Context: an optimization exercise on an open-source flow, tuned for small area and a short achievable clock period. The choices shown serve that exercise and are no tape-out recipe. RTL that was checked went through simulation tests only; none was proved equivalent to the original.

==> try-umber <==
==> flow/design.v (excerpt) <==
module fpga_trading_core (
    input  wire        clk,
    input  wire        rst_n,
    input  wire        market_data_valid,
    input  wire [31:0] market_data_price,
    input  wire [31:0] market_data_size,
    input  wire [1:0]  market_data_type,  
    output reg         send_order,
    output wire [31:0] best_bid_price,
    output wire [31:0] best_bid_size,
    output wire [31:0] best_ask_price,
    output wire [31:0] best_ask_size,
    output wire [15:0] book_imbalance_fixed,
    output wire [7:0]  trade_intensity,
    output wire        ai_prediction
);
Settings: LEC_CHECK=0, CAP_MARGIN=20, CORE_MARGIN=2, CORE_UTILIZATION=40, SLEW_MARGIN=20, SYNTH_HIERARCHICAL=1; clock period 320.0 ns.
standard.sh (not shown) runs the stock make flow with config.mk's settings and CLKGATE_MAP_FILE= SYNTH_SCRIPT=/design/flow/synth_recipe.tcl, a recipe that flattens the netlist after the stock synthesis.
==> flow/flow/run.sh <==
#!/bin/bash
# The standard layout (bash standard.sh), with these settings passed to its make:
#  - the port buffers are buf_1 cells;
#  - clock tree: clkbuf_8 cells, sink clusters of up to 16 flip-flops, no dummy loads.
# The make output goes to standard_flow.log; each tool's log is under orfs/logs/.
set -euo pipefail
MARGIN=254
bash standard.sh \
  "BUFFER_PORTS_ARGS=-buffer_cell sky130_fd_sc_hd__buf_1" \
  SETUP_SLACK_MARGIN=$MARGIN \
  "CTS_ARGS=-sink_clustering_enable -repair_clock_nets -buf_list sky130_fd_sc_hd__clkbuf_8 -sink_clustering_size 16 -sink_clustering_max_diameter 50 -dont_use_dummy_load" \
  finish > standard_flow.log 2>&1
==> try-maple: changes against try-umber <==
==> flow/flow/run.sh (replaced) <==
#!/bin/bash
# The standard layout (bash standard.sh), with these settings passed to its make:
#  - the port buffers are buf_1 cells;
#  - clock tree: clkbuf_8 cells, sink clusters of up to 16 flip-flops, no dummy loads.
# The make output goes to standard_flow.log; each tool's log is under orfs/logs/.
set -euo pipefail
MARGIN=253.7
bash standard.sh \
  "BUFFER_PORTS_ARGS=-buffer_cell sky130_fd_sc_hd__buf_1" \
  SETUP_SLACK_MARGIN=$MARGIN \
  "CTS_ARGS=-sink_clustering_enable -repair_clock_nets -buf_list sky130_fd_sc_hd__clkbuf_8 -sink_clustering_size 16 -sink_clustering_max_diameter 50 -dont_use_dummy_load" \
  finish > standard_flow.log 2>&1
==> try-cedar: changes against try-umber <==
--- a/flow/design.v
+++ b/flow/design.v
@@ -404,15 +404,15 @@
     assign at_a32[48] = at_a32[47] & at_s32[47];
     assign tot_cur[47] = at_s32[47] ^ (at_c[32] & at_a32[47]);
     assign at_c[48] = at_k32[48] | (at_c[32] & at_a32[48]);
     wire [9:0] quo;
     wire [47:0] dv_s0 = bid_s_cur;
     wire dv_sub0 = 1'b1;    
     wire [48:0] d0_x = {dv_s0, 1'b0};
-    wire [48:0] d0_y = {1'b0, tot_cur} ^ {49{dv_sub0}};    
+    wire [48:0] d0_y = ~({1'b0, tot_cur} ^ {49{~dv_sub0}});    
     wire [48:0] d0_s;
     wire [48:0] d0_c;     
     assign d0_c[0] = dv_sub0;
     assign d0_s[0] = d0_x[0] ^ d0_y[0] ^ d0_c[0];
     assign d0_c[1] = (d0_x[0] & d0_y[0]) | (d0_c[0] & (d0_x[0] ^ d0_y[0]));
     assign d0_s[1] = d0_x[1] ^ d0_y[1] ^ d0_c[1];
     assign d0_c[2] = (d0_x[1] & d0_y[1]) | (d0_c[1] & (d0_x[1] ^ d0_y[1]));
@@ -569,15 +569,15 @@
     wire d0_t1 = &d0_s[47:43];
     wire d0_t2 = &d0_s[47:44];
     wire d0_sign = d0_s[48] ^ ((d0_c1_8 & d0_t1) | (d0_c2_8 & d0_t2));
     wire d0_q = ~d0_sign;
     wire [47:0] dv_s1 = d0_s[47:0];
     wire dv_sub1 = d0_q;
     wire [48:0] d1_x = {dv_s1, 1'b0};
-    wire [48:0] d1_y = {1'b0, tot_cur} ^ {49{dv_sub1}};    
+    wire [48:0] d1_y = ~({1'b0, tot_cur} ^ {49{~dv_sub1}});    
     wire [48:0] d1_s;
     wire [48:0] d1_c;     
     assign d1_c[0] = dv_sub1;
     assign d1_s[0] = d1_x[0] ^ d1_y[0] ^ d1_c[0];
     assign d1_c[1] = (d1_x[0] & d1_y[0]) | (d1_c[0] & (d1_x[0] ^ d1_y[0]));
     assign d1_s[1] = d1_x[1] ^ d1_y[1] ^ d1_c[1];
     assign d1_c[2] = (d1_x[1] & d1_y[1]) | (d1_c[1] & (d1_x[1] ^ d1_y[1]));
@@ -734,15 +734,15 @@
     wire d1_t1 = &d1_s[47:44];
     wire d1_t2 = &d1_s[47:45];
     wire d1_sign = d1_s[48] ^ ((d1_c1_8 & d1_t1) | (d1_c2_8 & d1_t2));
     wire d1_q = ~d1_sign;
     wire [47:0] dv_s2 = d1_s[47:0];
     wire dv_sub2 = d1_q;
     wire [48:0] d2_x = {dv_s2, 1'b0};
-    wire [48:0] d2_y = {1'b0, tot_cur} ^ {49{dv_sub2}};    
+    wire [48:0] d2_y = ~({1'b0, tot_cur} ^ {49{~dv_sub2}});    
     wire [48:0] d2_s;
     wire [48:0] d2_c;     
     assign d2_c[0] = dv_sub2;
     assign d2_s[0] = d2_x[0] ^ d2_y[0] ^ d2_c[0];
     assign d2_c[1] = (d2_x[0] & d2_y[0]) | (d2_c[0] & (d2_x[0] ^ d2_y[0]));
     assign d2_s[1] = d2_x[1] ^ d2_y[1] ^ d2_c[1];
     assign d2_c[2] = (d2_x[1] & d2_y[1]) | (d2_c[1] & (d2_x[1] ^ d2_y[1]));
@@ -899,15 +899,15 @@
     wire d2_t1 = &d2_s[47:45];
     wire d2_t2 = &d2_s[47:46];
     wire d2_sign = d2_s[48] ^ ((d2_c1_8 & d2_t1) | (d2_c2_8 & d2_t2));
     wire d2_q = ~d2_sign;
     wire [47:0] dv_s3 = d2_s[47:0];
     wire dv_sub3 = d2_q;
     wire [48:0] d3_x = {dv_s3, 1'b0};
-    wire [48:0] d3_y = {1'b0, tot_cur} ^ {49{dv_sub3}};    
+    wire [48:0] d3_y = ~({1'b0, tot_cur} ^ {49{~dv_sub3}});    
     wire [48:0] d3_s;
     wire [48:0] d3_c;     
     assign d3_c[0] = dv_sub3;
     assign d3_s[0] = d3_x[0] ^ d3_y[0] ^ d3_c[0];
     assign d3_c[1] = (d3_x[0] & d3_y[0]) | (d3_c[0] & (d3_x[0] ^ d3_y[0]));
     assign d3_s[1] = d3_x[1] ^ d3_y[1] ^ d3_c[1];
     assign d3_c[2] = (d3_x[1] & d3_y[1]) | (d3_c[1] & (d3_x[1] ^ d3_y[1]));
@@ -1064,15 +1064,15 @@
     wire d3_t1 = &d3_s[47:46];
     wire d3_t2 = &d3_s[47:47];
     wire d3_sign = d3_s[48] ^ ((d3_c1_8 & d3_t1) | (d3_c2_8 & d3_t2));
     wire d3_q = ~d3_sign;
     wire [47:0] dv_s4 = d3_s[47:0];
     wire dv_sub4 = d3_q;
     wire [48:0] d4_x = {dv_s4, 1'b0};
-    wire [48:0] d4_y = {1'b0, tot_cur} ^ {49{dv_sub4}};    
+    wire [48:0] d4_y = ~({1'b0, tot_cur} ^ {49{~dv_sub4}});    
     wire [48:0] d4_s;
     wire [48:0] d4_c;     
     assign d4_c[0] = dv_sub4;
     assign d4_s[0] = d4_x[0] ^ d4_y[0] ^ d4_c[0];
     assign d4_c[1] = (d4_x[0] & d4_y[0]) | (d4_c[0] & (d4_x[0] ^ d4_y[0]));
     assign d4_s[1] = d4_x[1] ^ d4_y[1] ^ d4_c[1];
     assign d4_c[2] = (d4_x[1] & d4_y[1]) | (d4_c[1] & (d4_x[1] ^ d4_y[1]));
@@ -1229,15 +1229,15 @@
     wire d4_t1 = &d4_s[47:47];
     wire d4_t2 = 1'b1;
     wire d4_sign = d4_s[48] ^ ((d4_c1_8 & d4_t1) | (d4_c2_8 & d4_t2));
     wire d4_q = ~d4_sign;
     wire [47:0] dv_s5 = d4_s[47:0];
     wire dv_sub5 = d4_q;
     wire [48:0] d5_x = {dv_s5, 1'b0};
-    wire [48:0] d5_y = {1'b0, tot_cur} ^ {49{dv_sub5}};    
+    wire [48:0] d5_y = ~({1'b0, tot_cur} ^ {49{~dv_sub5}});    
     wire [48:0] d5_s;
     wire [48:0] d5_c;     
     assign d5_c[0] = dv_sub5;
     assign d5_s[0] = d5_x[0] ^ d5_y[0] ^ d5_c[0];
     assign d5_c[1] = (d5_x[0] & d5_y[0]) | (d5_c[0] & (d5_x[0] ^ d5_y[0]));
     assign d5_s[1] = d5_x[1] ^ d5_y[1] ^ d5_c[1];
     assign d5_c[2] = (d5_x[1] & d5_y[1]) | (d5_c[1] & (d5_x[1] ^ d5_y[1]));
@@ -1399,15 +1399,15 @@
     wire d5_c1_9 = d5_k_8 | d5_u_8;
     wire d5_c2_9 = d5_k_8 & d5_u_8;
     wire d5_sign = d5_s[48] ^ (d5_c1_9 & ~d5_c2_9);
     wire d5_q = ~d5_sign;
     wire [47:0] dv_s6 = d5_s[47:0];
     wire dv_sub6 = d5_q;
     wire [48:0] d6_x = {dv_s6, 1'b0};
-    wire [48:0] d6_y = {1'b0, tot_cur} ^ {49{dv_sub6}};    
+    wire [48:0] d6_y = ~({1'b0, tot_cur} ^ {49{~dv_sub6}});    
     wire [48:0] d6_s;
     wire [48:0] d6_c;     
     assign d6_c[0] = dv_sub6;
     assign d6_s[0] = d6_x[0] ^ d6_y[0] ^ d6_c[0];
     assign d6_c[1] = (d6_x[0] & d6_y[0]) | (d6_c[0] & (d6_x[0] ^ d6_y[0]));
     assign d6_s[1] = d6_x[1] ^ d6_y[1] ^ d6_c[1];
     assign d6_c[2] = (d6_x[1] & d6_y[1]) | (d6_c[1] & (d6_x[1] ^ d6_y[1]));
@@ -1564,15 +1564,15 @@
     wire d6_t1 = &d6_s[47:44];
     wire d6_t2 = &d6_s[47:45];
     wire d6_sign = d6_s[48] ^ ((d6_c1_8 & d6_t1) | (d6_c2_8 & d6_t2));
     wire d6_q = ~d6_sign;
     wire [47:0] dv_s7 = d6_s[47:0];
     wire dv_sub7 = d6_q;
     wire [48:0] d7_x = {dv_s7, 1'b0};
-    wire [48:0] d7_y = {1'b0, tot_cur} ^ {49{dv_sub7}};    
+    wire [48:0] d7_y = ~({1'b0, tot_cur} ^ {49{~dv_sub7}});    
     wire [48:0] d7_s;
     wire [48:0] d7_c;     
     assign d7_c[0] = dv_sub7;
     assign d7_s[0] = d7_x[0] ^ d7_y[0] ^ d7_c[0];
     assign d7_c[1] = (d7_x[0] & d7_y[0]) | (d7_c[0] & (d7_x[0] ^ d7_y[0]));
     assign d7_s[1] = d7_x[1] ^ d7_y[1] ^ d7_c[1];
     assign d7_c[2] = (d7_x[1] & d7_y[1]) | (d7_c[1] & (d7_x[1] ^ d7_y[1]));
@@ -1729,15 +1729,15 @@
     wire d7_t1 = &d7_s[47:45];
     wire d7_t2 = &d7_s[47:46];
     wire d7_sign = d7_s[48] ^ ((d7_c1_8 & d7_t1) | (d7_c2_8 & d7_t2));
     wire d7_q = ~d7_sign;
     wire [47:0] dv_s8 = d7_s[47:0];
     wire dv_sub8 = d7_q;
     wire [48:0] d8_x = {dv_s8, 1'b0};
-    wire [48:0] d8_y = {1'b0, tot_cur} ^ {49{dv_sub8}};    
+    wire [48:0] d8_y = ~({1'b0, tot_cur} ^ {49{~dv_sub8}});    
     wire [48:0] d8_s;
     wire [48:0] d8_c;     
     assign d8_c[0] = dv_sub8;
     assign d8_s[0] = d8_x[0] ^ d8_y[0] ^ d8_c[0];
     assign d8_c[1] = (d8_x[0] & d8_y[0]) | (d8_c[0] & (d8_x[0] ^ d8_y[0]));
     assign d8_s[1] = d8_x[1] ^ d8_y[1] ^ d8_c[1];
     assign d8_c[2] = (d8_x[1] & d8_y[1]) | (d8_c[1] & (d8_x[1] ^ d8_y[1]));
@@ -1894,15 +1894,15 @@
     wire d8_t1 = &d8_s[47:46];
     wire d8_t2 = &d8_s[47:47];
     wire d8_sign = d8_s[48] ^ ((d8_c1_8 & d8_t1) | (d8_c2_8 & d8_t2));
     wire d8_q = ~d8_sign;
     wire [47:0] dv_s9 = d8_s[47:0];
     wire dv_sub9 = d8_q;
     wire [48:0] d9_x = {dv_s9, 1'b0};
-    wire [48:0] d9_y = {1'b0, tot_cur} ^ {49{dv_sub9}};    
+    wire [48:0] d9_y = ~({1'b0, tot_cur} ^ {49{~dv_sub9}});    
     wire [48:0] d9_s;
     wire [48:0] d9_c;     
     assign d9_c[0] = dv_sub9;
     assign d9_s[0] = d9_x[0] ^ d9_y[0] ^ d9_c[0];
     assign d9_c[1] = (d9_x[0] & d9_y[0]) | (d9_c[0] & (d9_x[0] ^ d9_y[0]));
     assign d9_s[1] = d9_x[1] ^ d9_y[1] ^ d9_c[1];
     assign d9_c[2] = (d9_x[1] & d9_y[1]) | (d9_c[1] & (d9_x[1] ^ d9_y[1]));
==> impl_metrics.json <==
{
  "fin_skew_ns": 0.0901,
  "grt_pass1_vias": 22473,
  "buffer_area_share_pct": 4.08,
  "dieHeight_um": 283,
  "yosys.area_share.xor_xnor_pct": 14.1,
  "multi_input_cells": 1940,
  "grt_pass1_wl_um": 121000,
  "crit_path_end_kind": "flop",
  "status": "no timing/DRC/antenna violations",
  "rsz0062_at_grt": "yes",
  "num-clock-buffers": 37,
  "cts_setup_buffers": 3,
  "cts_buffers": 37,
  "use_met2_pct": 33.5
}
[end of results for try-umber]
==> impl_metrics.json <==
{
  "multi_input_cells": 1941,
  "buffer_area_share_pct": 4.01,
  "min_to": "feature_engine.decay_timer[9]",
  "cts_buffers": 35,
  "yosys.area_share.xor_xnor_pct": 14.1,
  "n_antenna_cell": 1,
  "status": "no timing/DRC/antenna violations",
  "cts_setup_buffers": 1,
  "grt_pass1_vias": 21224,
  "dieHeight_um": 283,
  "fin_skew_ns": 0.0951,
  "use_met2_pct": 31.1,
  "rsz0062_at_grt": "no",
  "grt_pass1_wl_um": 116000,
  "num-clock-buffers": 35,
  "crit_path_end_kind": "flop"
}
[end of results for try-maple]
==> impl_metrics.json <==
{
  "cts_buffers": 37,
  "grt_pass1_vias": 22894,
  "rsz0062_at_grt": "yes",
  "dieHeight_um": 283,
  "multi_input_cells": 1936,
  "cts_setup_buffers": 5,
  "use_met2_pct": 35.3,
  "yosys.area_share.xor_xnor_pct": 14.1,
  "buffer_area_share_pct": 4.17,
  "grt_pass1_wl_um": 125000,
  "fin_skew_ns": 0.112,
  "status": "no timing/DRC/antenna violations"
}
[end of results for try-cedar]
Only the layout flow was run in try-cedar; the RTL was not checked for function there.

## separate check: timing with driven ports
How much do the figures lean on ideal ports? The routed layouts below were timed once more, with nothing changed but the port constraints. Step 1 sets driving cells, clkbuf_16 on the clock port and buf_2 on the other inputs (assumed; they add their load-dependent delay and slew). Step 2 also shifts input and output timing later by t, the mid clock arrival at the registers, as if the neighbouring blocks saw the same clock. Slacks: ideal / step 1 / step 2; pairs: ideal / step 1.
run	t, ns	slack for setup (ns)	latest minus earliest clock arrival (ns)
try-umber	0.639	254.020 / 254.031 / 253.392	0.100 / 0.099
try-maple	0.629	253.796 / 253.758 / 253.200	0.096 / 0.095
try-cedar	0.641	253.790 / 253.731 / 253.404	0.114 / 0.114
After both steps every run listed still meets setup and hold. The setup slack of try-umber, which loses most, moves by +0.011 ns with the drivers and by -0.628 ns with both steps.
